Source: an optimization exercise on an open RTL-to-GDS flow (aim: small area). Production flows keep margins and buffers that such runs may drop. Only simulation tests tie the RTL to the original design; equivalence was not proved. No driver is modelled on the clock port, so clocking that relies on it looks cheaper here than on a real chip. Power figures rest on the tool's default switching activity, not on a simulated workload.

`flow/config.mk`:
```
export PLATFORM = sky130hd
export DESIGN_NAME = Calculator_top
export DESIGN_NICKNAME = Calculator_top
export VERILOG_FILES = /design/flow/design.v
export SDC_FILE = /design/flow/constraint.sdc
export NUM_CORES = 4
export LEC_CHECK = 0
export ABC_AREA = 1
export CAP_MARGIN = 20
export CORE_MARGIN = 2
export CORE_UTILIZATION = 40
export SLEW_MARGIN = 20
```
`flow/constraint.sdc`:
```
create_clock -name core_clock -period 12.0 [get_ports {clk}]
set_input_delay 2.4000 -clock core_clock [delete_from_list [all_inputs] [get_ports {clk}]]
set_output_delay 2.4000 -clock core_clock [all_outputs]
set_load 0.01 [all_outputs]
```
`flow/design.v`:
```
`timescale 1ns / 1ps
`default_nettype none
module Debounce #(
    parameter W = 16,
    parameter [W-1:0] TAPS = 16'b1101_0000_0000_1000
) (
    input  wire btn,
    input  wire clk,
    output wire led
);
    localparam [W-1:0] POL = {(W/2){2'b10}};
    reg  [W-1:0] q;
    wire [W-1:0] s = q ^ POL;
    wire low_ones = &s[W-2:0];
    wire fb = ~(^(s & TAPS)) | low_ones;
    wire [W-1:0] s_next = btn ? {s[W-2:0], fb} : {{(W-1){1'b1}}, 1'b0};
    always @(posedge clk) q <= s_next ^ POL;
    assign led = low_ones & s[W-1];
endmodule
`timescale 1ns / 1ps
module edge_generator(input wire clk, input wire rst, input wire signal, output reg out);
    reg sig_p;
    always @(posedge clk) begin
        if (rst) begin
            out <= 1'b0;
            sig_p <= 1'b0;
        end else begin
            out <= signal & ~sig_p;
            sig_p <= signal;
        end
    end
endmodule
`timescale 1ns / 1ps
`default_nettype none
module Calculator(
    input  wire       clk,
    input  wire       load,
    input  wire       step,
    input  wire [3:0] a,
    input  wire [3:0] b,
    input  wire [2:0] op,
    output wire       bin,
    output wire [7:0] v
);
    reg [3:0] x, y, h;
    wire lt = a < b;
    wire is_sub = (op == 3'd5);
    wire       cin   = is_sub & x[0];
    wire [4:0] m_sum = {1'b0, h} + (x[0] ? {1'b0, y} : 5'd0) + {4'b0, cin};
    wire [4:0] d_t   = {h, x[3]};
    wire       d_ge  = d_t >= {1'b0, y};
    wire [4:0] d_r   = d_t - {1'b0, y};
    always @(posedge clk) begin
        if (load) begin
            case (op)
                3'd0: begin x <= a & b;   h <= 4'd0; y <= b; end
                3'd1: begin x <= a | b;   h <= 4'd0; y <= b; end
                3'd2: begin x <= ~a;      h <= 4'd0; y <= b; end
                3'd3: begin x <= a ^ b;   h <= 4'd0; y <= b; end
                3'd4: begin x <= 4'd1;    h <= a;    y <= b; end
                3'd5: begin x <= 4'd1;    h <= lt ? b : a;  y <= ~(lt ? a : b); end
                default: begin x <= a;    h <= 4'd0; y <= b; end
            endcase
        end else if (step & op[2]) begin
            if (op != 3'd7) begin
                h <= {m_sum[4] & ~is_sub, m_sum[3:1]};
                x <= {m_sum[0], x[3:1]};
            end else begin
                h <= d_ge ? d_r[3:0] : d_t[3:0];
                x <= {x[2:0], d_ge};
            end
        end
    end
    assign bin = ~op[2];
    assign v = {(op == 3'd7) ? {4{y == 4'd0}} : h, x};
endmodule
module add3(input wire [3:0] i, output reg [3:0] o);
  always @(*) case (i)
    4'd5: o = 4'd8; 4'd6: o = 4'd9; 4'd7: o = 4'd10; 4'd8: o = 4'd11; 4'd9: o = 4'd12;
    default: o = i;
  endcase
endmodule
module val_bcd(input wire [7:0] v, output wire [1:0] hun, output wire [3:0] ten, output wire [3:0] one);
  wire [3:0] c1,c2,c3,c4,c5,c6,c7;
  add3 m1(.i({1'b0,v[7:5]}), .o(c1));
  add3 m2(.i({c1[2:0],v[4]}), .o(c2));
  add3 m3(.i({c2[2:0],v[3]}), .o(c3));
  add3 m4(.i({c3[2:0],v[2]}), .o(c4));
  add3 m5(.i({c4[2:0],v[1]}), .o(c5));
  add3 m6(.i({1'b0,c1[3],c2[3],c3[3]}), .o(c6));
  add3 m7(.i({c6[2:0],c4[3]}), .o(c7));
  assign one = {c5[2:0], v[0]};
  assign ten = {c7[2:0], c5[3]};
  assign hun = {c6[3], c7[3]};
endmodule
`timescale 1ns / 1ps
`default_nettype none
module bcd_seg(
    input wire [3:0] BCD,
    output reg [7:0] s
);
    always @(*) begin
        case(BCD)
            0: s = 8'b0000_0011;
            1: s = 8'b1001_1111;
            2: s = 8'b0010_0101;
            3: s = 8'b0000_1101;
            4: s = 8'b1001_1001;
            5: s = 8'b0100_1001;
            6: s = 8'b0100_0001;
            7: s = 8'b0001_1111;
            8: s = 8'b0000_0001;
            9: s = 8'b0000_1001;
            10: s = 8'b1111_1101;
            default s = 8'b1111_1111;
        endcase
    end
endmodule
`timescale 1ns / 1ps
`default_nettype none
module op_seg(
    input wire [2:0] OP,
    input wire [1:0] d,
    output wire [7:0] s
);
    reg [31:0] w;
    always @(*) begin
        case(OP)
            0: w = 32'b1111_1111_0001_0001_1101_0101_1000_0101;  
            1: w = 32'b1111_1111_1111_1111_0000_0011_1111_0101;  
            2: w = 32'b1111_1111_1101_0101_1100_0101_1110_0001;  
            3: w = 32'b1111_1111_1001_0001_0000_0011_1111_0101;  
            4: w = 32'b1111_1111_0001_0001_1000_0101_1000_0101;  
            5: w = 32'b1111_1111_0100_1001_1100_0111_1100_0001;  
            6: w = 32'b0011_0011_0001_1011_1110_0011_1110_0001;  
            default: w = 32'b1111_1111_1000_0101_1001_1111_1000_0011;  
        endcase
    end
    assign s = w[{d, 3'b000} +: 8];
endmodule
`timescale 1ns / 1ps
`default_nettype none
module Multi_Driver(
    input  wire clk,
    input  wire rst,
    output wire [1:0] dsel
    );
    reg [9:0] lo;
    reg [1:0] hi;
    reg rst_p;
    wire low_zero = ~|lo[8:0];
    wire lo_last  = lo[9] & low_zero;     
    wire m_zero   = ~lo[9] & low_zero & ~hi[1] & ~hi[0];
    wire fb       = lo[9] ^ lo[6] ^ low_zero;
    always @(posedge clk) begin
        rst_p <= rst;
        if (rst_p) begin
            lo <= 10'd1;                  
            hi <= 2'd0;
        end else begin
            lo <= {lo[8:0], fb};
            hi <= hi + {1'b0, lo_last};
        end
    end
    assign dsel = m_zero ? 2'd3 : hi;
endmodule
`timescale 1ns / 1ps
`default_nettype none
module Calculator_top(
    input wire [3:0] a,
    input wire [3:0] b,
    input wire clk,
    input wire rst,
    input wire enter,
    input wire back,
    input wire up,
    input wire down,
    output wire [3:0] an,
    output wire [7:0] seg,
    output reg bin_ind
);
    wire up_d, down_d, enter_d, back_d, rst_d;
    Debounce dd(.btn(down),  .clk(clk), .led(down_d));
    Debounce ud(.btn(up),    .clk(clk), .led(up_d));
    Debounce ed(.btn(enter), .clk(clk), .led(enter_d));
    Debounce bd(.btn(back),  .clk(clk), .led(back_d));
    Debounce rd(.btn(rst),   .clk(clk), .led(rst_d));
    wire DOWN, UP, BACK, ENTER;
    edge_generator de(.clk(clk), .rst(rst_d), .signal(down_d),  .out(DOWN));
    edge_generator ue(.clk(clk), .rst(rst_d), .signal(back_d),  .out(BACK));
    edge_generator be(.clk(clk), .rst(rst_d), .signal(up_d),    .out(UP));
    edge_generator ee(.clk(clk), .rst(rst_d), .signal(enter_d), .out(ENTER));
    localparam [4:0] S_IDLE = 5'd0, S_RES = 5'd1, S_OP = 5'd2, S_CONV0 = 5'd5;
    reg [4:0] st;
    wire conv      = |st[4:2];
    wire conv_frst = ~st[4] & ~st[3] & st[2] & ~st[1];
    wire conv_last = &st;
    wire idle      = ~conv & ~st[1] & ~st[0];
    wire res       = ~conv & ~st[1] & st[0];
    reg [2:0] op;
    reg [1:0] result_neg;
    reg [10:0] r;                 
    localparam [3:0] D_ZERO = 4'd8, D_RES = 4'd9;
    reg [3:0] dcode, dcode2;
    wire       c_bin;
    wire [7:0] c_val;
    wire calc_step = ~st[4] & st[3] & ~st[2];    
    Calculator calc(.clk(clk), .load(conv_frst), .step(calc_step),
                    .a(a), .b(b), .op(op), .bin(c_bin), .v(c_val));
    always @(posedge clk) begin
        if (op == 3'd5 && a < b) begin
            result_neg[0] <= 1'b1;
            result_neg[1] <= (b - a) >= 4'd10;
        end
        if (rst_d) begin
            op <= 3'd0;
            st <= S_IDLE;
            result_neg <= 2'b0;
            dcode <= D_ZERO;
        end else if (conv) begin
            bin_ind <= ~(op >= 3'd5);
            dcode <= {1'b0, op};
            if (conv_last) begin
                st <= S_RES;
                r <= {result_neg[0], result_neg[1], c_bin, c_val};
                if (result_neg[0]) result_neg <= 2'b0;
            end else begin
                st <= st + 5'd1;
            end
        end else if (idle) begin
            dcode <= D_ZERO;
            op <= 3'd0;
            if (ENTER) st <= S_CONV0;
            else if (UP | DOWN) st <= S_OP;
        end else if (res) begin
            result_neg <= 2'b0;
            dcode <= D_RES;
            if (BACK) st <= S_IDLE;
            else if (ENTER) st <= S_CONV0;
            else if (UP | DOWN) begin
                st <= S_OP;
                op <= 3'd0;
            end
        end else begin
            result_neg <= 2'b0;
            dcode <= {1'b0, op};
            if (ENTER) st <= S_CONV0;
            else if (BACK) st <= S_RES;
            if (UP) op <= op + 3'd1;
            else if (DOWN) op <= op - 3'd1;
        end
        dcode2 <= dcode;
    end
    wire [1:0] dsel;
    Multi_Driver md(.clk(clk), .rst(rst_d), .dsel(dsel));
    assign an = ~(4'b0001 << dsel);
    wire [1:0] hun; wire [3:0] ten, one;
    val_bcd conv_bcd(.v(r[7:0]), .hun(hun), .ten(ten), .one(one));
    wire rbin = r[8];
    wire [3:0] d_ten = rbin ? {3'b0, r[1]} : ten;
    wire [3:0] d_one = rbin ? {3'b0, r[0]} : one;
    reg [3:0] dig;
    always @(*) begin
        if (r[10]) begin
            case (dsel)
                2'd0: dig = d_one;
                2'd1: dig = r[9] ? d_ten : 4'd10;
                2'd2: dig = r[9] ? 4'd10 : 4'd15;
                default: dig = 4'd15;
            endcase
        end else begin
            case (dsel)
                2'd0: dig = d_one;
                2'd1: dig = d_ten;
                2'd2: dig = rbin ? {3'b0, r[2]} : {2'b0, hun};
                default: dig = rbin ? {3'b0, r[3]} : 4'd0;
            endcase
        end
    end
    wire [7:0] res_seg, name_seg;
    bcd_seg bs(.BCD(dig), .s(res_seg));
    op_seg os(.OP(dcode2[2:0]), .d(dsel), .s(name_seg));
    assign seg = ~dcode2[3] ? name_seg :
                 dcode2[0]  ? res_seg  : 8'b0000_0011;
endmodule
```
`flow/flow/run.sh`:
```
#!/bin/bash
# Standard layout, except that:
#  - the combinational logic of the standard synthesis is re-mapped for area
#    by yosys/abc (flip-flops kept as they are) before floorplanning; four
#    abc runs with different seeds, the smallest is kept;
#  - ports are buffered with buf_1;
#  - the clock tree is built by flow/mycts.tcl (root buffer and leaf buffers
#    over k-means clusters of flip-flops); if that fails, CTS runs with the
#    options in flow/cts_args.
set -u
HERE=$(pwd)
F=$HERE/flow
RES=$HERE/orfs/results/$FLOW_PLATFORM/Calculator_top/base
LIB=$FLOW_HOME/platforms/$FLOW_PLATFORM/lib/sky130_fd_sc_hd__tt_025C_1v80.lib
YOSYS=$(command -v yosys || echo /OpenROAD-flow-scripts/tools/install/yosys/bin/yosys)

bash standard.sh synth > std_synth.log 2>&1 || { echo "standard synth failed"; exit 1; }
cp $RES/1_2_yosys.v $HERE/std_1_2_yosys.v

# combinational cell models for the re-mapping
$YOSYS -q -p "read_liberty -ignore_miss_func $LIB; write_verilog -noattr $HERE/cells_all.v" > cells.log 2>&1
python3 $F/combcells.py $HERE/cells_all.v $HERE/combcells.v > combcells.log 2>&1

for S in 0 1 2 3; do
  echo "strash; &get -n; &deepsyn -T 60 -S $S; &put; strash; &get -n; &dch -f; &nf -a -R 1000; &put" > $HERE/area$S.abc
  cat > $HERE/resyn$S.ys <<EOS
read_liberty -lib $LIB
read_verilog -defer $HERE/std_1_2_yosys.v
hierarchy -top $FLOW_TOP
techmap -map $HERE/combcells.v
techmap
opt -purge
abc -liberty $LIB -dont_use *probe* -dont_use *lpflow* -script $HERE/area$S.abc
opt_clean -purge
hilomap -singleton -hicell sky130_fd_sc_hd__conb_1 HI -locell sky130_fd_sc_hd__conb_1 LO
insbuf -buf sky130_fd_sc_hd__buf_4 A X
check -assert -mapped
tee -o $HERE/resyn${S}_stat.txt stat -liberty $LIB
write_verilog -noattr -nohex -nodec $HERE/resyn${S}_1_2_yosys.v
EOS
  ( $YOSYS -s $HERE/resyn$S.ys > resyn$S.log 2>&1 && python3 $F/sameregs.py $HERE/std_1_2_yosys.v $HERE/resyn${S}_1_2_yosys.v > sameregs$S.log 2>&1 && touch $HERE/resyn$S.ok ) &
done
wait

BEST=""; BESTA=""
for S in 0 1 2 3; do
  [ -f $HERE/resyn$S.ok ] || continue
  A=$(grep -i "chip area" $HERE/resyn${S}_stat.txt | awk '{print $NF}')
  echo "seed $S: $A"
  if [ -z "$BEST" ] || python3 -c "import sys; sys.exit(0 if $A < $BESTA else 1)"; then BEST=$S; BESTA=$A; fi
done
if [ -n "$BEST" ]; then
  cp $HERE/resyn${BEST}_1_2_yosys.v $RES/1_2_yosys.v
  rm -f $RES/1_synth.odb $RES/1_synth.sdc
  echo "using the re-mapped netlist of seed $BEST ($BESTA)"
else
  echo "re-mapping failed; keeping the standard netlist"
fi
bash standard.sh "BUFFER_PORTS_ARGS=-buffer_cell sky130_fd_sc_hd__buf_1" place > std_place.log 2>&1 || { echo "standard place failed"; exit 1; }
# clock tree built by flow/mycts.tcl; CTS itself only sees the port's net
if ! bash standard.sh "PRE_CTS_TCL=$F/mycts.tcl" "CTS_ARGS=-clk_nets clk -dont_use_dummy_load -buf_list sky130_fd_sc_hd__clkbuf_8" cts > std_cts.log 2>&1; then
  echo "hand-built clock tree failed; using CTS"
  bash standard.sh clean_cts > std_clean_cts.log 2>&1
  bash standard.sh "CTS_ARGS=$(cat $F/cts_args)" cts > std_cts2.log 2>&1 || { echo "standard cts failed"; exit 1; }
fi
bash standard.sh finish > std_finish.log 2>&1 || { echo "standard finish failed"; exit 1; }
test -f out/final.def
```
`flow/flow/combcells.py`:
```
import re, sys
s = open(sys.argv[1]).read()
keep = [b for b, n in re.findall(r'(module (\S+)\(.*?endmodule\n)', s, re.S)
        if 'always' not in b and 'reg ' not in b]
open(sys.argv[2], 'w').write('\n'.join(keep))
print(len(keep), "combinational cell models")
```
`flow/flow/cts_args`:
```
-sink_clustering_enable -repair_clock_nets -dont_use_dummy_load -buf_list sky130_fd_sc_hd__clkbuf_8 -sink_clustering_size 30 -sink_clustering_max_diameter 100
```
`flow/flow/mycts.tcl`:
```
# PRE_CTS hook: builds a two-level clock tree by hand. The clock port drives
# one root buffer, which drives NLEAF leaf buffers; the flip-flops are split
# among the leaves by location (k-means), so every flip-flop sees the same
# two buffers between the port and its clock pin. clock_tree_synthesis is
# then limited to the port's net, which has a single sink, so it adds nothing.
set per_leaf 24
set bufname sky130_fd_sc_hd__clkbuf_16
set rootname sky130_fd_sc_hd__clkbuf_16
set block [ord::get_db_block]
set db [ord::get_db]
set master [$db findMaster $bufname]
set rmaster [$db findMaster $rootname]
set clk [$block findNet clk]

set sinks {}
foreach it [$clk getITerms] {
  if {[$it isInputSignal]} { lappend sinks $it }
}
set n [llength $sinks]
set k [expr {int(ceil(double($n) / $per_leaf))}]
puts "mycts: $n clock sinks, $k leaf buffers"

proc loc {it} {
  set inst [$it getInst]
  set b [$inst getBBox]
  return [list [expr {([$b xMin] + [$b xMax]) / 2}] [expr {([$b yMin] + [$b yMax]) / 2}]]
}
set pts {}
foreach it $sinks { lappend pts [loc $it] }

# k-means, seeded with sinks spread along the sorted x order
set order [lsort -integer -indices [lmap p $pts {lindex $p 0}]]
set cent {}
for {set c 0} {$c < $k} {incr c} {
  set idx [lindex $order [expr {int(($c + 0.5) * $n / $k)}]]
  lappend cent [lindex $pts $idx]
}
# balanced assignment: each centre takes at most cap sinks, nearest first
set cap [expr {int(ceil(double($n) / $k))}]
for {set iter 0} {$iter < 30} {incr iter} {
  set pairs {}
  for {set i 0} {$i < $n} {incr i} {
    lassign [lindex $pts $i] x y
    for {set c 0} {$c < $k} {incr c} {
      lassign [lindex $cent $c] cx cy
      lappend pairs [list [expr {abs($x - $cx) + abs($y - $cy)}] $i $c]
    }
  }
  set pairs [lsort -integer -index 0 $pairs]
  set assign [lrepeat $n -1]
  set cnt [lrepeat $k 0]
  foreach p $pairs {
    lassign $p d i c
    if {[lindex $assign $i] >= 0 || [lindex $cnt $c] >= $cap} continue
    lset assign $i $c
    lset cnt $c [expr {[lindex $cnt $c] + 1}]
  }
  set newcent {}
  for {set c 0} {$c < $k} {incr c} {
    set sx 0; set sy 0; set m 0
    for {set i 0} {$i < $n} {incr i} {
      if {[lindex $assign $i] == $c} {
        lassign [lindex $pts $i] x y
        incr sx $x; incr sy $y; incr m
      }
    }
    if {$m > 0} { lappend newcent [list [expr {$sx / $m}] [expr {$sy / $m}]] } else { lappend newcent [lindex $cent $c] }
  }
  set cent $newcent
}

# root buffer at the centre of the leaves
set rx 0; set ry 0
foreach c $cent { incr rx [lindex $c 0]; incr ry [lindex $c 1] }
set rx [expr {$rx / $k}]; set ry [expr {$ry / $k}]
set root [odb::dbInst_create $block $rmaster "clkroot_buf"]
set rootnet [odb::dbNet_create $block "clkroot_net"]
$rootnet setSigType CLOCK
[$root findITerm A] connect $clk
[$root findITerm X] connect $rootnet
$root setLocation $rx $ry
$root setPlacementStatus PLACED

for {set c 0} {$c < $k} {incr c} {
  set leaf [odb::dbInst_create $block $master "clkleaf_buf_$c"]
  set leafnet [odb::dbNet_create $block "clkleaf_net_$c"]
  $leafnet setSigType CLOCK
  [$leaf findITerm A] connect $rootnet
  [$leaf findITerm X] connect $leafnet
  lassign [lindex $cent $c] cx cy
  $leaf setLocation $cx $cy
  $leaf setPlacementStatus PLACED
  for {set i 0} {$i < $n} {incr i} {
    if {[lindex $assign $i] == $c} {
      set it [lindex $sinks $i]
      $it disconnect
      $it connect $leafnet
    }
  }
}
set_propagated_clock [all_clocks]
puts "mycts: done"
```
`flow/flow/sameregs.py`:
```
# Checks that two netlists have the same sequential cell instances (name and type).
import re, sys
def regs(p):
    s = open(p).read()
    return sorted(re.findall(r'\b(sky130_fd_sc_hd__(?:e?df\w+|sdf\w+|dl\w+))\s+(\\?\S+)\s*\(', s))
a, b = regs(sys.argv[1]), regs(sys.argv[2])
print(len(a), len(b))
sys.exit(0 if a == b and len(a) > 0 else 1)
```
`flow/standard.sh`:
```
#!/bin/bash
# synth_recipe.tcl (not shown) runs the flow's synth.tcl, then flattens the netlist and writes it again
# the make line also repeats each setting of config.mk as NAME=value (left out here)
make -C /OpenROAD-flow-scripts/flow DESIGN_CONFIG=/design/flow/config.mk WORK_HOME=/design/flow/orfs CLKGATE_MAP_FILE= SYNTH_SCRIPT=/design/flow/synth_recipe.tcl "${@:-finish}"
```
==> results of run 1 <==
-- metal layers --
layer  track usage  routed length, µm  vias to the layer above
met5             0                  0                        -
met1         0.193               5360                     2093
li1              -                  -                     2321
met2         0.249               5250                      127
met3        0.0183                652                       13
met4        0.0196                150                        0
-- how the worst max path moves through the flow --
stage	startpoint	to	slack, ns
after floorplan	r[7]	seg[7]	6.61
after global placement	r[7]	seg[7]	6.39
after detailed placement	r[6]	seg[7]	6.11
after CTS	r[6]	seg[7]	5.72
after global routing	r[6]	seg[7]	5.30
final	r[7]	seg[7]	5.65
-- state kept, by name, indices dropped and copies added (netlist names), 2 cells and up --
register    flops
r              11
op              3
dcode           4
calc.h          4
dd.q           16
dcode2          4
calc.x          4
rd.q           16
ed.q           16
st              5
md.lo          10
result_neg      2
md.hi           2
calc.y          4
bd.q           16
ud.q           16
-- power by group --
group	leakage, nW	internal [W]	switching [W]
clock network	0.0863	0.000105	0.000133
logic	1.00	0.000116	0.000177
registers	1.19	0.000544	0.0000591
-- worst max-delay path, stage by stage (launching register included) --
cell      delay [ns]
edfxtp_1        0.51
nand2b_1        0.20
or2_0           0.31
nand2_1         0.15
o221ai_1        0.17
nor4_1          0.47
a211oi_1        0.13
o21ai_0         0.10
and3_1          0.24
clkinv_1        0.11
xnor2_1         0.14
nor3_1          0.32
nor2_1          0.10
o21bai_1        0.24
a21oi_1         0.06
or2_0           0.22
buf_1           0.13
-- cell type report --
class | count | share of cell area
buffer | 7 | 0.0276
multi-input combinational | 479 | 0.423
sequential | 143 | 0.489
timing repair buffer | 27 | 0.0172
inverter | 11 | 0.00651
tap | 184 | 0.0363
-- metrics by stage --
step	cells	util	setup slack [ns]	area, µm²	hold slack [ns]
floorplan	645	-	6.61	5920	0.310
global placement	844	0.426	6.39	6170	0.312
detailed placement	844	0.426	6.11	6170	0.312
CTS	851	0.438	5.72	6340	0.328
global route	851	0.438	5.30	6340	0.343
finish	851	0.438	5.65	6340	0.324
==> flow_summary.toml, run 1 <==
[status]
run_status = "complete, no violations"

[setup_path]
rr_worst_depth = 7
crit-reg2reg-launch = "op[2]"
worst_setup_path_start_kind = "flip-flop"
worst_setup_path_end_kind = "output port"
timing.rr.end = "calc.h[1]"
cp_max_fo = 9
reg2reg_slack_ns = 9.24
arrival_ns = 3.95
required_ns = 9.60
criticalPathCategory = "flip-flop to output port"

[die]
ioPinCount = 27
die_area_um2 = 15800
rows = 44
die_h_um = 126
coreArea_um2 = 14500
initial_core_util = 0.409
die_w_um = 126

[routing]
drc_errors = 0
wl_per_cell_um = 13.4
via_per_inst = 5.35
drtIter0Drc = 342
num_vias = 4554
ant_nets = 0
drtPass1Iterations = 5
routed_wl_um = 11400

[cells_and_area]
multiInputGateArea_um2 = 2680
n_antenna_cell = 0
drive_gt1_frac = 0.0135
ff_latch_area_um2 = 3100
final_common_cell = "dfxtp_1"
layout.nets = 683
layout_common_cells = "dfxtp_1 (119), nand2_1 (85), nor2b_1 (63)"
n_fill_cell = 1436
area_growth_pct = 7.17

[timing]
worst_pin_slew_ns = 0.939
rsz0062_at_grt = "no"
fin_worst_skew_ns = 0.0129
finalHoldViolations = 0
setup_tns_ns = 0
final.min_clock_period_ns = 6.35
min_period_over_period = 0.529
fmax_mhz = 158
maxSlewViolCount = 0
slew-limit-headroom = 0.373
finalSetupViolCount = 0

[min_path]
min_to = "dcode2[0]"
hold_depth = 0
worstHoldStart = "dcode[0]"
hp-class = "flip-flop to flip-flop"

[clock_network]
cts_resized = 0
holdBufCountCts = 0
path_clk_slew_ns = 0.09
clkLatencyLatePin_ns = 0.34
postCtsSetupBuffers = 0

[placement]
place_congestion = 0.871
numPortBuffers = 25
dpl.hpwl_um = 8330

[synthesis]
synthesis.nets = 659
syn_area_per_cell_um2 = 9.17
yosys_warnings = 8
netlist_area_um2 = 5920
netlist_instances = 645

[global_route]
overflow = 0
grt_pass1_vias = 4333
grt_pass1_wl_um = 20000
grtUsageTotal = 0.142
grt_max_degree = 25
antenna_found_initial = 0

[pwr]
power_density_nw_per_um2 = 179
p_total_w = 0.00113
power.leakage_nw = 2.27
vdd_drop_max_mv = 0.131

[flow_run]
timing.max_cap.violations = 0
==> run 2: changes to the inputs <==
--- a/flow/flow/mycts.tcl
+++ b/flow/flow/mycts.tcl
@@ -3,8 +3,8 @@
 # among the leaves by location (k-means), so every flip-flop sees the same
 # two buffers between the port and its clock pin. clock_tree_synthesis is
 # then limited to the port's net, which has a single sink, so it adds nothing.
-set per_leaf 24
-set bufname sky130_fd_sc_hd__clkbuf_16
+set per_leaf 16
+set bufname sky130_fd_sc_hd__clkbuf_8
 set rootname sky130_fd_sc_hd__clkbuf_16
 set block [ord::get_db_block]
 set db [ord::get_db]
==> run 2 against run 1 <==
  * Synthesized area down 0.11%
  * Utilization down 0.28 points
  * Synthesized cell count down 1.9%
  * Flip-flop and latch count unchanged
  * Die area down 0.10%
  * Fmax down 6.4%
  * Total power down 2.2%
  * Cell count down 1.2%
  * Clock power down 8%
  * Critical path depth up 2
  * Largest power group unchanged
  * Register-to-register slack worse by 0.28 ns
  * Sequential share of layout area up 0.31 points
  * Still clean
==> flow_summary.toml, run 2 <==
[status]
run_status = "complete, no violations"

[die]
rows = 44
die_w_um = 126
die_h_um = 126
ioPinCount = 27
coreArea_um2 = 14500
initial_core_util = 0.408
die_area_um2 = 15800

[routing]
drtPass1Iterations = 4
num_vias = 4476
drtIter0Drc = 330
routed_wl_um = 11400
ant_nets = 0
drc_errors = 0
via_per_inst = 5.32
wl_per_cell_um = 13.6

[pwr]
swShare = 0.333
p_total_w = 0.00111
power.leakage_nw = 2.21
power_density_nw_per_um2 = 176
internal_power_w = 0.000740
vdd_drop_max_mv = 0.0917
clockPowerShare = 0.198
seqPwrFrac = 0.536
combPwrFrac = 0.266
switching_power_w = 0.000370

[global_route]
grt_pass1_wl_um = 19800
overflow = 0
met1_usage = 0.192
top_usage_layer = "met2"
grt_max_degree = 23
met3_usage = 0.0184
grtUsageTotal = 0.142
grt_pass1_vias = 4288
antenna_found_initial = 0
use_met2 = 0.249

[cells_and_area]
n_fill_cell = 1457
layout.nets = 673
drive_gt1_frac = 0.0167
area_growth_pct = 6.60
final_common_cell = "dfxtp_1"
fin_cells = 841
layout_common_cells = "dfxtp_1 (119), nand2_1 (80), nor2b_1 (66)"
n_antenna_cell = 0

[setup_path]
slowest_delay_ns = 0.49
criticalPathCategory = "flip-flop to output port"
crit_path_start = "r[5]"
worst_setup_path_end_kind = "output port"
arrival_ns = 4.38
worst_setup_path_start_kind = "flip-flop"
worstPathCellList = "and2_0 > nor2_1 > a21oi_1 > a21oi_1 > o21ai_0 > o21ai_0 > nand4_1 > a2111o_1 > a21oi_1 > nor2_1 > nand2_1 > nand3_1 > nor3b_1 > clkinv_1 > o21ai_0 > nand2_1 > a31oi_1 > buf_1"
crit-reg2reg-launch = "op[1]"
crit_buf_inv = 2
cp_top_family = "compound AO/OA/AOI/OAI gates"
cp_max_fo = 8
cpMaxStageDelayCell = "edfxtp_1"
required_ns = 9.60

[placement]
placedCellCount = 831
dpl.hpwl_um = 8400
place_congestion = 0.906
numPortBuffers = 25

[clock_network]
path_clk_slew_ns = 0.09
cts_resized = 0
clkLatencyLatePin_ns = 0.35
holdBufCountCts = 0
postCtsSetupBuffers = 0

[timing]
maxSlewViolCount = 0
rsz0062_at_grt = "no"
fmax_mhz = 148
whs_ns = 0.334
setup_tns_ns = 0
slew-limit-headroom = 0.413
final.min_clock_period_ns = 6.78
finalSetupViolCount = 0
finalHoldViolations = 0
min_period_over_period = 0.565
worst_pin_slew_ns = 0.879
fin_worst_skew_ns = 0.0136

[synthesis]
netlist_instances = 633
synthesis.nets = 647
syn_area_per_cell_um2 = 9.34
netlist_area_um2 = 5910
yosys_warnings = 8

[flow_run]
timing.max_cap.violations = 0

[min_path]
hp-class = "flip-flop to flip-flop"
worstHoldStart = "dcode[2]"
run 2: path summary, 6_finish.rpt:
path / endpoint / slack [ns] / cells past startpoint
worst max register to register: calc.h[2] / 8.96 / 9
worst min-delay path: dcode2[2] / 0.33 / 0
worst max-delay path: seg[1] / 5.22 / 18
worst min register to register: dcode2[2] / 0.33 / 0
run 2: metrics by stage:
| stage | util | cell area (µm²) | worst slack [ns] |
|---|---|---|---|
| 2_1_floorplan | - | 5910 | 6.23 |
| 3_3_place_gp | 0.425 | 6150 | 5.82 |
| 3_5_place_dp | 0.425 | 6150 | 5.67 |
| 4_1_cts | 0.435 | 6300 | 5.26 |
| 5_1_grt | 0.435 | 6300 | 4.75 |
| 6_report | 0.435 | 6300 | 5.22 |
run 2: worst register-to-register path: stages (launching register included):
cell	delay (ns)
dfxtp_1	0.58
nor2_1	0.23
maj3_1	0.44
maj3_1	0.41
maj3_1	0.39
o21ai_0	0.23
a21oi_1	0.10
o21bai_1	0.14
nor2_1	0.06
a311oi_1	0.28
run 2: area by class of cell:
type,instances,area [µm²],share of cell area
flip-flops and latches,143,3100,0.492
multi-input cells,461,2650,0.421
well taps,184,230,0.0365
plain buffers,10,149,0.0236
repair buffers,26,101,0.0161
inverters,17,63.8,0.0101
run 2: per-layer routing:
metal	vias to the layer above	share of wire
met2	78	0.47
met5	-	0
met4	0	0.015
li1	2292	-
met1	2089	0.47
met3	17	0.044
run 2: power by group through the flow:
stage / registers, W / logic (W) / clock network [W]
3_3_place_gp: 0.000604 / 0.000286 / 0
3_5_place_dp: 0.000605 / 0.000291 / 0
2_1_floorplan: 0.000589 / 0.000249 / 0
4_1_cts: 0.000594 / 0.000293 / 0.000231
5_1_grt: 0.000604 / 0.000336 / 0.000247
6_report: 0.000594 / 0.000295 / 0.000220
==> run 3: changes to the inputs <==
--- a/flow/flow/run.sh
+++ b/flow/flow/run.sh
@@ -2,7 +2,7 @@
 # Standard layout, except that:
 #  - the combinational logic of the standard synthesis is re-mapped for area
 #    by yosys/abc (flip-flops kept as they are) before floorplanning; four
-#    abc runs with different seeds, the smallest is kept;
+#    abc runs (two seeds, two mappers), the smallest is kept;
 #  - ports are buffered with buf_1;
 #  - the clock tree is built by flow/mycts.tcl (root buffer and leaf buffers
 #    over k-means clusters of flip-flops); if that fails, CTS runs with the
@@ -22,7 +22,11 @@
 python3 $F/combcells.py $HERE/cells_all.v $HERE/combcells.v > combcells.log 2>&1
 
 for S in 0 1 2 3; do
-  echo "strash; &get -n; &deepsyn -T 60 -S $S; &put; strash; &get -n; &dch -f; &nf -a -R 1000; &put" > $HERE/area$S.abc
+  if [ $S -lt 2 ]; then
+    echo "strash; &get -n; &deepsyn -T 60 -S $S; &put; strash; dch -f; amap; topo" > $HERE/area$S.abc
+  else
+    echo "strash; &get -n; &deepsyn -T 60 -S $((S - 2)); &put; strash; &get -n; &dch -f; &nf -a -R 1000; &put" > $HERE/area$S.abc
+  fi
   cat > $HERE/resyn$S.ys <<EOS
 read_liberty -lib $LIB
 read_verilog -defer $HERE/std_1_2_yosys.v
==> run 3 against run 2 <==
  * Critical path type unchanged
  * Wire length grew 7.6%
  * Final area fell by 0.95%
  * Register-to-register slack got worse by 0.65 ns
  * First-iteration DRC count is 11% higher
  * Worst hold slack worse by 0.0052 ns
  * Synthesized area fell by 1.3%
  * Fmax down 3.0%
  * Cell count up 8.6%
==> flow_summary.toml, run 3 <==
[status]
run_status = "complete, no violations"

[setup_path]
crit_buf_inv = 4
crit_path_start = "r[5]"
required_ns = 9.60
criticalPathCategory = "flip-flop to output port"
cpMostUsedCell = "nor2_1"
worstPathCellList = "clkinv_1 > nor2_1 > nor2_1 > nand2_1 > o21ai_0 > clkinv_1 > a221oi_1 > o21ai_0 > nand2_1 > a21oi_1 > o21a_1 > or4_1 > a31oi_1 > nor2_1 > a21oi_1 > nand2_1 > nor2_1 > clkinv_1 > o21ai_0 > a211oi_1 > a31oi_1 > buf_1"
cpMaxStageDelayCell = "edfxtp_1"
slowest_delay_ns = 0.43
worst_setup_path_start_kind = "flip-flop"
arrival_ns = 4.59
worst_setup_path_end_kind = "output port"
cp_top_family = "compound AO/OA/AOI/OAI gates"
cp_max_fo = 4
crit-reg2reg-launch = "op[2]"

[cells_and_area]
final_common_cell = "nor2_1"
multiInputGateArea_um2 = 2330
drive_gt1_frac = 0.0178
final_area_um2 = 6240
fin_cells = 913
ff_latch_area_um2 = 3100
layout.nets = 745
n_fill_cell = 1437
n_antenna_cell = 0
area_growth_pct = 6.95
layout_common_cells = "nor2_1 (172), dfxtp_1 (119), clkinv_1 (84)"

[timing]
fin_worst_skew_ns = 0.0224
final.min_clock_period_ns = 6.99
min_period_over_period = 0.582
setup_tns_ns = 0
whs_ns = 0.329
finalHoldViolations = 0
slew-limit-headroom = 0.426
fmax_mhz = 143
finalSetupViolCount = 0
worst_pin_slew_ns = 0.858
maxSlewViolCount = 0
rsz0062_at_grt = "no"

[global_route]
grt_max_degree = 18
grt_pass1_wl_um = 20700
grtUsageTotal = 0.150
grt_pass1_vias = 4571
overflow = 0
antenna_found_initial = 0

[placement]
placedCellCount = 903
place_area_um2 = 6090
numPortBuffers = 25
dpl.hpwl_um = 9160
place_congestion = 0.945

[die]
die_area_um2 = 15600
ioPinCount = 27
initial_core_util = 0.406
die_w_um = 125
rows = 44
coreArea_um2 = 14400
die_h_um = 125

[clock_network]
clkLatencyLatePin_ns = 0.36
postCtsSetupBuffers = 0
holdBufCountCts = 0
cts_resized = 0
path_clk_slew_ns = 0.09

[pwr]
clockPowerShare = 0.200
p_total_w = 0.00110
swShare = 0.337
power.leakage_nw = 2.21
switching_power_w = 0.000372
vdd_drop_max_mv = 0.124
seqPwrFrac = 0.520
internal_power_w = 0.000732
combPwrFrac = 0.280
power_density_nw_per_um2 = 177

[synthesis]
synthesis.nets = 717
netlist_area_um2 = 5840
yosys_warnings = 8
netlist_instances = 703
syn_area_per_cell_um2 = 8.30

[routing]
via_per_inst = 5.26
routed_wl_um = 12300
drc_errors = 0
num_vias = 4798
wl_per_cell_um = 13.4
drtIter0Drc = 366
ant_nets = 0
drtPass1Iterations = 5

[min_path]
hp-class = "flip-flop to flip-flop"
worstHoldStart = "dcode[3]"

[flow_run]
timing.max_cap.violations = 0
==> run 3: changes by cell type in the layout (fill, tap and decap cells not counted), sizes merged, moves of 10 or more <==
| cell | before | now |
|---|---|---|
| xnor2 | 14 | 0 |
| a211oi | 5 | 16 |
| nand2b | 10 | 0 |
| nand2 | 80 | 56 |
| clkinv | 17 | 84 |
| nor2b | 66 | 7 |
| nor2 | 44 | 172 |
| xor2 | 13 | 3 |
==> run 3: layout make-up <==
cell class | count | area share
multi-input cells | 464 | 0.373
plain buffers | 10 | 0.0239
inverters | 84 | 0.0505
flip-flops and latches | 143 | 0.497
repair buffers | 28 | 0.0186
well taps | 184 | 0.0369
==> run 3: power groups by stage <==
stage	sequential (W)	clock, W	combinational, W
6_report	0.000574	0.000221	0.000309
5_1_grt	0.000580	0.000249	0.000350
4_1_cts	0.000574	0.000232	0.000307
3_5_place_dp	0.000585	0	0.000305
3_3_place_gp	0.000584	0	0.000301
2_1_floorplan	0.000575	0	0.000255
==> run 3: worst paths after layout <==
kind,to,slack (ns),cells after the start
max,seg[1],5.01,22
min reg2reg,dcode2[3],0.33,0
min,dcode2[3],0.33,0
max reg2reg,calc.h[3],8.31,16
==> run 3: routing by layer <==
layer	global-route usage	share of wire
met5	0	0
met4	0.0304	0.017
met3	0.0198	0.047
met2	0.262	0.47
met1	0.201	0.46
==> run 3: stage by stage <==
step | setup WS, ns | util
final | 5.01 | 0.434
after global routing | 4.46 | 0.434
after CTS | 5.18 | 0.434
after detailed placement | 5.60 | 0.424
after global placement | 5.88 | 0.424
after floorplan | 6.19 | -
==> run 4: changes to the inputs <==
--- a/flow/flow/run.sh
+++ b/flow/flow/run.sh
@@ -2,7 +2,8 @@
 # Standard layout, except that:
 #  - the combinational logic of the standard synthesis is re-mapped for area
 #    by yosys/abc (flip-flops kept as they are) before floorplanning; four
-#    abc runs (two seeds, two mappers), the smallest is kept;
+#    abc runs (two seeds, two mappers), the smallest is kept, and nor2b_1
+#    cells that invert the same net share one inverter (flow/fixinv.py);
 #  - ports are buffered with buf_1;
 #  - the clock tree is built by flow/mycts.tcl (root buffer and leaf buffers
 #    over k-means clusters of flip-flops); if that fails, CTS runs with the
@@ -54,6 +55,28 @@
   if [ -z "$BEST" ] || python3 -c "import sys; sys.exit(0 if $A < $BESTA else 1)"; then BEST=$S; BESTA=$A; fi
 done
 if [ -n "$BEST" ]; then
+  # share the inversions of nor2b_1 cells, if yosys proves the result equivalent
+  python3 $F/fixinv.py $HERE/resyn${BEST}_1_2_yosys.v $HERE/fixinv_1_2_yosys.v > fixinv.log 2>&1
+  cat > $HERE/fixinv_eq.ys <<EOS
+read_verilog $HERE/resyn${BEST}_1_2_yosys.v
+rename $FLOW_TOP gold
+read_verilog $HERE/fixinv_1_2_yosys.v
+rename $FLOW_TOP gate
+read_verilog $HERE/cells_all.v
+hierarchy -check
+flatten
+proc
+opt_clean
+equiv_make gold gate equiv
+hierarchy -top equiv
+equiv_simple -seq 2
+equiv_induct
+equiv_status -assert
+EOS
+  if $YOSYS -s $HERE/fixinv_eq.ys > fixinv_eq.log 2>&1 && python3 $F/sameregs.py $HERE/std_1_2_yosys.v $HERE/fixinv_1_2_yosys.v >> fixinv.log 2>&1; then
+    cp $HERE/fixinv_1_2_yosys.v $HERE/resyn${BEST}_1_2_yosys.v
+    echo "shared inversions: $(head -1 fixinv.log)"
+  fi
   cp $HERE/resyn${BEST}_1_2_yosys.v $RES/1_2_yosys.v
   rm -f $RES/1_synth.odb $RES/1_synth.sdc
   echo "using the re-mapped netlist of seed $BEST ($BESTA)"
==> flow/flow/fixinv.py (new file) <==
# Where several nor2b_1 cells invert the same net, inverts that net once
# (inv_1) and makes those cells nor2_1: nor2b(A, B_N) = nor2(A, ~B_N).
import re, sys, collections
src = open(sys.argv[1]).read()
pat = re.compile(r'(  sky130_fd_sc_hd__nor2b_1 (\S+) \((.*?)\);\n)', re.S)
uses = collections.Counter()
for whole, name, body in pat.findall(src):
    m = re.search(r'\.B_N\(([^()]*)\)', body)
    uses[m.group(1).strip()] += 1
shared = {n: i for i, n in enumerate(sorted(n for n, c in uses.items() if c >= 2))}
def repl(m):
    whole, name, body = m.group(1), m.group(2), m.group(3)
    b = re.search(r'\.B_N\(([^()]*)\)', body).group(1).strip()
    if b not in shared:
        return whole
    body = re.sub(r'\.B_N\([^()]*\)', '.B(fixinv_n%d)' % shared[b], body)
    return '  sky130_fd_sc_hd__nor2_1 %s (%s);\n' % (name, body)
out = pat.sub(repl, src)
extra = ''.join('  wire fixinv_n%d;\n  sky130_fd_sc_hd__inv_1 fixinv_i%d (\n    .A(%s),\n    .Y(fixinv_n%d)\n  );\n'
                % (i, i, n + (' ' if n.startswith('\\') else ''), i) for n, i in shared.items())
k = out.rindex('endmodule')
out = out[:k] + extra + out[k:]
open(sys.argv[2], 'w').write(out)
print(len(shared), 'shared inversions,', sum(uses[n] for n in shared), 'cells changed')
==> run 4 against run 3 <==
  * Still clean on timing, DRC and antenna
  * Worst hold slack unchanged
  * First-iteration DRC count is the same
  * Register-to-register slack hardly changed
  * Utilization stayed put
  * Clock skew unchanged
  * Die area is the same
  * Flip-flop and latch count is the same
  * Total power did not move
==> flow_summary.toml, run 4 <==
[setup_path]
reg2reg_slack_ns = 8.31
worst_setup_path_end_kind = "output port"
arrival_ns = 4.59
crit_path_end = "seg[1]"
required_ns = 9.60
crit-reg2reg-launch = "op[2]"
criticalPathCategory = "flip-flop to output port"
rr_worst_depth = 16
crit_path_start = "r[5]"
cp_max_fo = 4
timing.rr.end = "calc.h[3]"
worst_setup_path_start_kind = "flip-flop"

[timing]
worst_pin_slew_ns = 0.858
rsz0062_at_grt = "no"
final.min_clock_period_ns = 6.99
finalHoldViolations = 0
finalSetupViolCount = 0
min_period_over_period = 0.582
fin_worst_skew_ns = 0.0224
maxSlewViolCount = 0
slew-limit-headroom = 0.426
fmax_mhz = 143
setup_tns_ns = 0

[routing]
drtIter0Drc = 366
topRoutingLayerUsed = "met4"
routed-wl-met2_um = 5830
routed_wl_um = 12300
drc_errors = 0
met1Wirelength_um = 5650
num_vias = 4798
wl_met3_um = 578
drtPass1Iterations = 5
via_per_inst = 5.26
wl_per_cell_um = 13.4
ant_nets = 0

[cells_and_area]
area_growth_pct = 6.95
multiInputGateArea_um2 = 2330
n_antenna_cell = 0
layout.nets = 745
drive_gt1_frac = 0.0178
n_fill_cell = 1437
fin_cells = 913
layout_common_cells = "nor2_1 (172), dfxtp_1 (119), clkinv_1 (84)"
final_common_cell = "nor2_1"
ff_latch_area_um2 = 3100

[min_path]
hp-class = "flip-flop to flip-flop"

[synthesis]
synthesis.nets = 717
netlist_area_um2 = 5840
syn_area_per_cell_um2 = 8.30
netlist_instances = 703
yosys_warnings = 8

[die]
ioPinCount = 27
die_w_um = 125
die_h_um = 125
die_area_um2 = 15600
rows = 44
coreArea_um2 = 14400
initial_core_util = 0.406

[placement]
numPortBuffers = 25
placedCellCount = 903
place_congestion = 0.945
dpl.hpwl_um = 9160

[global_route]
grt_max_degree = 18
grtUsageTotal = 0.150
antenna_found_initial = 0
grt_pass1_vias = 4571
grt_pass1_wl_um = 20700
overflow = 0

[clock_network]
path_clk_slew_ns = 0.09
postCtsSetupBuffers = 0
clkLatencyLatePin_ns = 0.36
holdBufCountCts = 0
cts_resized = 0

[pwr]
power.leakage_nw = 2.21
vdd_drop_max_mv = 0.124
power_density_nw_per_um2 = 177

[status]
run_status = "complete, no violations"

[flow_run]
timing.max_cap.violations = 0
## run 4: how the worst min path moves through the flow
stage                        start  depth (start not counted)   endpoint
after floorplan           dcode[0]                          0  dcode2[0]
after global placement    dcode[1]                          0  dcode2[1]
after detailed placement  dcode[0]                          0  dcode2[0]
after CTS                 dcode[3]                          0  dcode2[3]
after global routing      dcode[0]                          0  dcode2[0]
final                     dcode[3]                          0  dcode2[3]
## run 4: layer usage
metal  up-vias  global-route usage
met5         -                   0
met4         0              0.0304
met3        19              0.0198
met2       109               0.262
met1      2220               0.201
li1       2450                   -
## run 4: power by group
part | total (W) | switching, W | internal (W)
sequential | 0.000574 | 0.0000338 | 0.000541
clock | 0.000221 | 0.000137 | 0.0000833
combinational | 0.000309 | 0.000201 | 0.000108
## run 4: area by class of cell
cell class / count / area share
buffer: 10 / 0.0239
timing repair buffer: 28 / 0.0186
multi-input combinational: 464 / 0.373
sequential: 143 / 0.497
tap: 184 / 0.0369
inverter: 84 / 0.0505
## run 4: metrics by stage
| step | setup slack, ns | hold WS [ns] | cell area [µm²] | util | power [W] |
|---|---|---|---|---|---|
| floorplan | 6.19 | 0.310 | 5840 | - | 0.000830 |
| global placement | 5.88 | 0.312 | 6090 | 0.424 | 0.000885 |
| detailed placement | 5.60 | 0.314 | 6090 | 0.424 | 0.000890 |
| CTS | 5.18 | 0.331 | 6240 | 0.434 | 0.00111 |
| global route | 4.46 | 0.343 | 6240 | 0.434 | 0.00118 |
| finish | 5.01 | 0.329 | 6240 | 0.434 | 0.00110 |
## run 4: critical path: stages (launching register included)
cell,delay [ns]
edfxtp_1,0.43
clkinv_1,0.10
nor2_1,0.08
nor2_1,0.13
nand2_1,0.09
o21ai_0,0.14
clkinv_1,0.13
a221oi_1,0.40
o21ai_0,0.26
nand2_1,0.15
a21oi_1,0.09
o21a_1,0.12
or4_1,0.39
a31oi_1,0.21
nor2_1,0.11
a21oi_1,0.27
nand2_1,0.12
nor2_1,0.17
clkinv_1,0.09
o21ai_0,0.27
a211oi_1,0.12
a31oi_1,0.18
buf_1,0.18
==> run 5: changes to the inputs <==
--- a/flow/design.v
+++ b/flow/design.v
@@ -58,7 +58,7 @@
                 3'd2: begin x <= ~a;      h <= 4'd0; y <= b; end
                 3'd3: begin x <= a ^ b;   h <= 4'd0; y <= b; end
                 3'd4: begin x <= 4'd1;    h <= a;    y <= b; end
-                3'd5: begin x <= 4'd1;    h <= lt ? b : a;  y <= ~(lt ? a : b); end
+                3'd5: begin x <= 4'd1;    h <= a ^ {4{lt}}; y <= b ^ {4{~lt}}; end
                 default: begin x <= a;    h <= 4'd0; y <= b; end
             endcase
         end else if (step & op[2]) begin
==> run 5 against run 4 <==
  * Clock skew up 0.0050 ns
  * Synthesized cell count down 2.7%
  * Sequential share of layout area increased by 0.43 points
  * Register-to-register slack better by 0.45 ns
  * Final area fell by 0.86%
  * Worst hold slack improved by 0.0073 ns
  * Total power down 0.49%
==> flow_summary.toml, run 5 <==
[status]
run_status = "complete, no violations"

[global_route]
grt_pass1_wl_um = 20200
overflow = 0
grtUsageTotal = 0.146
antenna_found_initial = 0
grt_max_degree = 17
grt_pass1_vias = 4470

[timing]
rsz0062_at_grt = "no"
setup_tns_ns = 0
worst_pin_slew_ns = 0.862
final.min_clock_period_ns = 6.60
maxSlewViolCount = 0
min_period_over_period = 0.550
fmax_mhz = 152
slew-limit-headroom = 0.423
fin_worst_skew_ns = 0.0274
finalSetupViolCount = 0
finalHoldViolations = 0

[placement]
place_area_um2 = 6040
numPortBuffers = 25
placedCellCount = 879
dpl.hpwl_um = 9010
place_congestion = 0.900

[pwr]
power_density_nw_per_um2 = 178
power.leakage_nw = 2.20
vdd_drop_max_mv = 0.0960

[setup_path]
slowest_delay_ns = 0.63
cpMostUsedCell = "clkinv_1"
cp_top_family = "compound AO/OA/AOI/OAI gates"
cpMaxStageDelayCell = "nor3_1"
worstPathCellList = "clkinv_1 > nand4_1 > nor4_1 > clkinv_1 > o21ai_0 > clkinv_1 > nor3_1 > clkinv_1 > o21ai_0 > o21a_1 > a211oi_1 > nor2_1 > o22a_1 > nor2_1 > o21ai_0 > o41a_1 > buf_1"
required_ns = 9.60
crit_buf_inv = 5
cp_max_fo = 6
worst_setup_path_start_kind = "flip-flop"
arrival_ns = 4.20
worst_setup_path_end_kind = "output port"
criticalPathCategory = "flip-flop to output port"

[cells_and_area]
n_antenna_cell = 0
final_area_um2 = 6190
fin_cells = 889
final_common_cell = "nor2_1"
layout.nets = 725
layout_common_cells = "nor2_1 (167), dfxtp_1 (119), clkinv_1 (79)"
area_growth_pct = 6.78
drive_gt1_frac = 0.0169

[routing]
drc_errors = 0
ant_nets = 0
routed_wl_um = 12000
num_vias = 4817
wl_per_cell_um = 13.5
drtIter0Drc = 465
drtPass1Iterations = 8
via_per_inst = 5.42

[synthesis]
synthesis.nets = 698
netlist_area_um2 = 5790
syn_area_per_cell_um2 = 8.47
netlist_instances = 684
yosys_warnings = 8

[die]
coreArea_um2 = 14000
initial_core_util = 0.414
ioPinCount = 27
die_w_um = 124
die_h_um = 124
die_area_um2 = 15500
rows = 43

[min_path]
hp-class = "flip-flop to flip-flop"

[clock_network]
postCtsSetupBuffers = 0
clkLatencyLatePin_ns = 0.36
cts_resized = 0
path_clk_slew_ns = 0.09
holdBufCountCts = 0

[flow_run]
timing.max_cap.violations = 0
run 5: cell count changes in the layout (fill, tap and decap cells not counted), moves of 4 or more:
cell	delta
nand3_1	-5
a21oi_1	+5
o31ai_1	+6
clkinv_1	-5
o22a_1	+4
a2111oi_0	+5
nor2_1	-5
o21ai_0	-15
run 5: routing by layer:
metal,track usage,part of all wire
met1,0.198,0.48
met2,0.252,0.45
met3,0.0168,0.048
met4,0.0337,0.024
met5,0,0
run 5: worst paths after layout:
path | start | to | slack, ns | cells after the start
setup / recovery | md.lo[1] | seg[1] | 5.40 | 17
hold / removal | dcode[1] | dcode2[1] | 0.34 | 0
setup reg to reg | op[2] | calc.h[2] | 8.76 | 15
hold reg to reg | dcode[1] | dcode2[1] | 0.34 | 0
run 5: where the power goes:
part | internal [W] | total, W | switching, W
registers | 0.000541 | 0.000576 | 0.0000351
clock network | 0.0000833 | 0.000220 | 0.000137
logic | 0.000104 | 0.000302 | 0.000197
total | 0.000729 | 0.00110 | 0.000369
run 5: worst register-to-register path, stage by stage (launching register included):
cell,delay (ns)
dfxtp_1,0.37
clkinv_1,0.24
nor2_1,0.41
clkinv_1,0.22
nor2_1,0.17
o22ai_1,0.12
nor2_1,0.16
nor2_1,0.05
a21oi_1,0.17
nor2b_1,0.25
nor2_1,0.09
nor2_1,0.13
nor2_1,0.07
a21oi_1,0.15
a31oi_1,0.07
a221o_1,0.36
run 5: final cells by class:
type,count,area (µm²)
Multi-Input combinational cell,450,2300
Inverter,79,297
Tap cell,180,225
Timing Repair Buffer,27,109
Buffer,10,149
Sequential cell,143,3100
Fill cell,1380,7800
run 5: stage by stage:
step	hold slack [ns]	power [W]	setup WS, ns	util
global route	0.344	0.00117	5.02	0.442
detailed placement	0.316	0.000883	5.80	0.432
finish	0.336	0.00110	5.40	0.442
CTS	0.338	0.00110	5.41	0.442
floorplan	0.310	0.000823	6.53	-
global placement	0.311	0.000877	5.91	0.432
==> run 6: changes to the inputs <==
--- a/flow/flow/mycts.tcl
+++ b/flow/flow/mycts.tcl
@@ -3,7 +3,7 @@
 # among the leaves by location (k-means), so every flip-flop sees the same
 # two buffers between the port and its clock pin. clock_tree_synthesis is
 # then limited to the port's net, which has a single sink, so it adds nothing.
-set per_leaf 16
+set per_leaf 18
 set bufname sky130_fd_sc_hd__clkbuf_8
 set rootname sky130_fd_sc_hd__clkbuf_16
 set block [ord::get_db_block]
@@ -35,25 +35,18 @@
   set idx [lindex $order [expr {int(($c + 0.5) * $n / $k)}]]
   lappend cent [lindex $pts $idx]
 }
-# balanced assignment: each centre takes at most cap sinks, nearest first
-set cap [expr {int(ceil(double($n) / $k))}]
-for {set iter 0} {$iter < 30} {incr iter} {
-  set pairs {}
+# k-means: each sink joins its nearest centre
+for {set iter 0} {$iter < 50} {incr iter} {
+  set assign {}
   for {set i 0} {$i < $n} {incr i} {
     lassign [lindex $pts $i] x y
+    set best 0; set bd -1
     for {set c 0} {$c < $k} {incr c} {
       lassign [lindex $cent $c] cx cy
-      lappend pairs [list [expr {abs($x - $cx) + abs($y - $cy)}] $i $c]
+      set d [expr {($x - $cx) * ($x - $cx) + ($y - $cy) * ($y - $cy)}]
+      if {$bd < 0 || $d < $bd} { set bd $d; set best $c }
     }
-  }
-  set pairs [lsort -integer -index 0 $pairs]
-  set assign [lrepeat $n -1]
-  set cnt [lrepeat $k 0]
-  foreach p $pairs {
-    lassign $p d i c
-    if {[lindex $assign $i] >= 0 || [lindex $cnt $c] >= $cap} continue
-    lset assign $i $c
-    lset cnt $c [expr {[lindex $cnt $c] + 1}]
+    lappend assign $best
   }
   set newcent {}
   for {set c 0} {$c < $k} {incr c} {
@@ -82,6 +75,9 @@
 $root setPlacementStatus PLACED
 
 for {set c 0} {$c < $k} {incr c} {
+  set m [llength [lsearch -all -exact $assign $c]]
+  puts "mycts: leaf $c has $m sinks"
+  if {$m == 0} continue
   set leaf [odb::dbInst_create $block $master "clkleaf_buf_$c"]
   set leafnet [odb::dbNet_create $block "clkleaf_net_$c"]
   $leafnet setSigType CLOCK
==> run 6 against run 5 <==
  * Register-to-register slack lost 0.03 ns
  * Clock power shrank 8%
  * Flip-flop and latch count is the same
  * Critical path type unchanged
  * Largest cell class unchanged
==> flow_summary.toml, run 6 <==
[status]
run_status = "complete, no violations"

[timing]
finalSetupViolCount = 0
worst_pin_slew_ns = 0.867
maxSlewViolCount = 0
fin_worst_skew_ns = 0.0276
finalHoldViolations = 0
finalWorstSetupSlack_ns = 5.33
rsz0062_at_grt = "no"
min_period_over_period = 0.556
fmax_mhz = 150
final.min_clock_period_ns = 6.67
setup_tns_ns = 0
slew-limit-headroom = 0.420

[global_route]
top_usage_layer = "met2"
overflow = 0
grt_pass1_vias = 4466
antenna_found_initial = 0
met1_usage = 0.194
met3_usage = 0.0176
grt_pass1_wl_um = 20000
use_met2 = 0.251
grtUsageTotal = 0.144
grt_max_degree = 23

[cells_and_area]
n_fill_cell = 1384
layout_common_cells = "nor2_1 (167), dfxtp_1 (119), clkinv_1 (79)"
layout.nets = 724
multiInputGateArea_um2 = 2300
n_antenna_cell = 0
ff_latch_area_um2 = 3100
final_common_cell = "nor2_1"
drive_gt1_frac = 0.0155
area_growth_pct = 6.54

[clock_network]
postCtsSetupBuffers = 0
cts_resized = 0
holdBufCountCts = 0
path_clk_slew_ns = 0.11
clkLatencyLatePin_ns = 0.35

[die]
rows = 43
initial_core_util = 0.414
ioPinCount = 27
die_w_um = 124
die_area_um2 = 15500
die_h_um = 124
coreArea_um2 = 14000

[setup_path]
arrival_ns = 4.27
required_ns = 9.60
worst_setup_path_end_kind = "output port"
cp_max_fo = 6
criticalPathCategory = "flip-flop to output port"
worst_setup_path_start_kind = "flip-flop"

[min_path]
hp-class = "flip-flop to flip-flop"

[routing]
drtIter0Drc = 440
num_vias = 4748
wl_per_cell_um = 13.2
via_per_inst = 5.35
drtPass1Iterations = 5
routed_wl_um = 11700
ant_nets = 0
drc_errors = 0

[synthesis]
synthesis.nets = 698
netlist_area_um2 = 5790
syn_area_per_cell_um2 = 8.47
yosys_warnings = 8
netlist_instances = 684

[placement]
place_congestion = 0.900
numPortBuffers = 25
place_ws_ns = 5.80
dpl.hpwl_um = 9010

[pwr]
power.leakage_nw = 2.20
power_density_nw_per_um2 = 175
vdd_drop_max_mv = 0.102
p_total_w = 0.00108

[flow_run]
timing.max_cap.violations = 0
-- run 6: cell count changes in the layout (fill, tap and decap cells not counted), sizes merged --
cell / delta
clkbuf: -1
-- run 6: worst paths after layout --
kind / from / endpoint / slack, ns / cells past startpoint
worst max register to register: op[2] / calc.h[2] / 8.73 / 15
worst max-delay path: md.lo[1] / seg[1] / 5.33 / 17
worst min-delay path: dcode[2] / dcode2[2] / 0.34 / 0
worst min register to register: dcode[2] / dcode2[2] / 0.34 / 0
-- run 6: area by class of cell --
cell class | instances | area share
tap | 180 | 0.0365
sequential | 143 | 0.503
multi-input combinational | 450 | 0.373
timing repair buffer | 27 | 0.0176
buffer | 9 | 0.0219
inverter | 79 | 0.0480
-- run 6: report_power, final --
part / leakage (nW) / internal [W] / switching [W] / total (W)
sequential: 1.19 / 0.000541 / 0.0000344 / 0.000576
clock: 0.0698 / 0.0000759 / 0.000128 / 0.000203
combinational: 0.940 / 0.000104 / 0.000196 / 0.000300
total: 2.20 / 0.000722 / 0.000358 / 0.00108
-- run 6: per-stage QoR --
stage	utilization	cells	instance area, µm²	hold WS (ns)
after CTS	0.441	888	6170	0.339
after global placement	0.432	879	6040	0.311
after detailed placement	0.432	879	6040	0.316
after global routing	0.441	888	6170	0.345
after floorplan	-	684	5790	0.310
final	0.441	888	6170	0.338
-- run 6: worst max-delay path: stages (launching register included) --
cell and delay, ns:
dfxtp_1 0.32, clkinv_1 0.05, nand4_1 0.09, nor4_1 0.32, clkinv_1 0.18, o21ai_0 0.48, clkinv_1 0.28, nor3_1 0.64
clkinv_1 0.30, o21ai_0 0.21, o21a_1 0.15, a211oi_1 0.08, nor2_1 0.17, o22a_1 0.21, nor2_1 0.04, o21ai_0 0.08
o41a_1 0.17, buf_1 0.16
-- run 6: layer usage --
metal  vias to the layer above  wire (µm)  part of all wire
met5                         -          0                 0
met4                         0        252             0.022
met3                        23        571             0.049
met2                       131       5290              0.45
met1                      2167       5570              0.48
li1                       2427          -                 -
==> run 7: changes to the inputs <==
--- a/flow/flow/mycts.tcl
+++ b/flow/flow/mycts.tcl
@@ -3,7 +3,7 @@
 # among the leaves by location (k-means), so every flip-flop sees the same
 # two buffers between the port and its clock pin. clock_tree_synthesis is
 # then limited to the port's net, which has a single sink, so it adds nothing.
-set per_leaf 18
+set per_leaf 16
 set bufname sky130_fd_sc_hd__clkbuf_8
 set rootname sky130_fd_sc_hd__clkbuf_16
 set block [ord::get_db_block]
==> run 7 against run 6 <==
  * Worst setup slack got worse by 0.0048 ns
  * Sequential power about the same
  * Critical path depth unchanged
  * Final area increased by 0.22%
  * Die area unchanged
  * Critical endpoint unchanged
  * Via count increased by 0.55%
  * Total power increased by 0.94%
  * Fmax about the same
  * Synthesized cell count unchanged
  * Clock power increased by 5%
  * Global-route usage about the same
  * Register-to-register slack got worse by 0.02 ns
==> flow_summary.toml, run 7 <==
[setup_path]
rr_worst_depth = 15
cpMaxStageDelayCell = "nor3_1"
worstPathCellList = "clkinv_1 > nand4_1 > nor4_1 > clkinv_1 > o21ai_0 > clkinv_1 > nor3_1 > clkinv_1 > o21ai_0 > o21a_1 > a211oi_1 > nor2_1 > o22a_1 > nor2_1 > o21ai_0 > o41a_1 > buf_1"
arrival_ns = 4.28
slowest_delay_ns = 0.63
cpMostUsedCell = "clkinv_1"
cp_max_fo = 6
criticalPathCategory = "flip-flop to output port"
cp_top_family = "compound AO/OA/AOI/OAI gates"
crit_buf_inv = 5
required_ns = 9.60
worstSetupPathDepth = 17
crit_path_start = "md.lo[1]"
timing.rr.end = "calc.h[2]"
worst_setup_path_start_kind = "flip-flop"
worst_setup_path_end_kind = "output port"
reg2reg_slack_ns = 8.71
crit-reg2reg-launch = "op[2]"
crit_path_end = "seg[1]"

[global_route]
overflow = 0
grt_max_degree = 21
grtUsageTotal = 0.145
antenna_found_initial = 0
grt_pass1_vias = 4465
grt_pass1_wl_um = 20000

[timing]
setup_tns_ns = 0
slew-limit-headroom = 0.425
fin_worst_skew_ns = 0.0326
fmax_mhz = 150
finalSetupViolCount = 0
min_period_over_period = 0.556
worst_pin_slew_ns = 0.859
rsz0062_at_grt = "no"
maxSlewViolCount = 0
final.min_clock_period_ns = 6.68
finalHoldViolations = 0

[routing]
ant_nets = 0
wl_per_cell_um = 13.2
num_vias = 4774
routed_wl_um = 11800
drc_errors = 0
drtIter0Drc = 481
drtPass1Iterations = 6
via_per_inst = 5.37

[synthesis]
syn_area_per_cell_um2 = 8.47
synthesis.nets = 698
yosys_warnings = 8
netlist_area_um2 = 5790
netlist_instances = 684

[cells_and_area]
layout_common_cells = "nor2_1 (167), dfxtp_1 (119), clkinv_1 (79)"
final_common_cell = "nor2_1"
drive_gt1_frac = 0.0169
final_util = 0.442
area_growth_pct = 6.78
final_area_um2 = 6190
layout.nets = 725
n_antenna_cell = 0

[status]
run_status = "complete, no violations"

[clock_network]
cts_resized = 0
postCtsSetupBuffers = 0
clkLatencyLatePin_ns = 0.35
holdBufCountCts = 0
path_clk_slew_ns = 0.11

[pwr]
vdd_drop_max_mv = 0.0811
power.leakage_nw = 2.20
power_density_nw_per_um2 = 176

[die]
ioPinCount = 27
initial_core_util = 0.414
die_w_um = 124
die_h_um = 124
coreArea_um2 = 14000
die_area_um2 = 15500
rows = 43

[min_path]
hp-class = "flip-flop to flip-flop"

[flow_run]
timing.max_cap.violations = 0

[placement]
numPortBuffers = 25
dpl.hpwl_um = 9010
place_congestion = 0.900
place_area_um2 = 6040
==> run 7: worst min path at each step <==
stage,from,to,cells after the start
5_1_grt,dcode[2],dcode2[2],0
3_5_place_dp,dcode[3],dcode2[3],0
4_1_cts,dcode[3],dcode2[3],0
3_3_place_gp,dcode[0],dcode2[0],0
2_1_floorplan,dcode[0],dcode2[0],0
6_report,dcode[2],dcode2[2],0
==> run 7: power breakdown <==
part,internal [W],leakage [nW],total [W],switching (W)
sequential,0.000541,1.19,0.000576,0.0000345
combinational,0.000104,0.940,0.000301,0.000197
clock,0.0000831,0.0770,0.000213,0.000130
==> run 7: metal layers <==
metal	GRT usage	up-vias	routed length [µm]
met5	0	-	0
met4	0.0350	0	263
met3	0.0168	27	546
met2	0.249	116	5320
met1	0.195	2195	5650
li1	-	2436	-
==> run 7: layout make-up <==
class | count | area (µm²)
inverter | 79 | 297
sequential | 143 | 3100
buffer | 10 | 149
multi-input combinational | 450 | 2300
timing repair buffer | 27 | 109
fill | 1381 | 7800
tap | 180 | 225
==> run 7: through the flow <==
stage                     hold slack [ns]  power, W  setup slack [ns]  instances
final                               0.337   0.00109              5.32        889
after global routing                0.343   0.00116              4.99        889
after CTS                           0.338   0.00110              5.39        889
after detailed placement            0.316  0.000883              5.80        879
after global placement              0.311  0.000877              5.91        879
after floorplan                     0.310  0.000823              6.53        684

==> port drivers added, routing unchanged <==
How much do the figures lean on ideal ports? The routed layouts below were timed once more, with nothing changed but the port constraints. Step 1: set_driving_cell puts a clkbuf_16 on clk and a buf_2 on each other input, an assumption about the parent block. Step 2 times the ports against the registers' clock, not the clock port: input delays grow and output delays shrink by t, the midpoint of the rising clock arrivals with the driver on. Three values: ideal, step 1, step 2; two values: the first two.
run | t, ns | setup WS [ns] | worst hold slack (ns) | latest minus earliest clock arrival (ns) | worst register clock-pin slew, ns
run 1 | 0.371 | 5.654 / 5.618 / 5.989 | 0.324 / 0.324 / 0.324 | 0.014 / 0.014 | 0.10 / 0.10
run 2 | 0.380 | 5.224 / 5.188 / 5.568 | 0.334 / 0.334 / 0.334 | 0.014 / 0.014 | 0.10 / 0.10
run 3 | 0.381 | 5.012 / 4.976 / 5.357 | 0.329 / 0.329 / 0.329 | 0.023 / 0.024 | 0.11 / 0.11
run 4 | 0.381 | 5.012 / 4.976 / 5.357 | 0.329 / 0.329 / 0.329 | 0.023 / 0.024 | 0.11 / 0.11
run 5 | 0.385 | 5.401 / 5.365 / 5.750 | 0.336 / 0.336 / 0.336 | 0.029 / 0.029 | 0.12 / 0.12
run 6 | 0.373 | 5.327 / 5.292 / 5.665 | 0.338 / 0.338 / 0.338 | 0.028 / 0.028 | 0.11 / 0.11
run 7 | 0.369 | 5.322 / 5.286 / 5.655 | 0.337 / 0.337 / 0.337 | 0.041 / 0.040 | 0.11 / 0.11
After both steps every run listed still meets setup and hold.
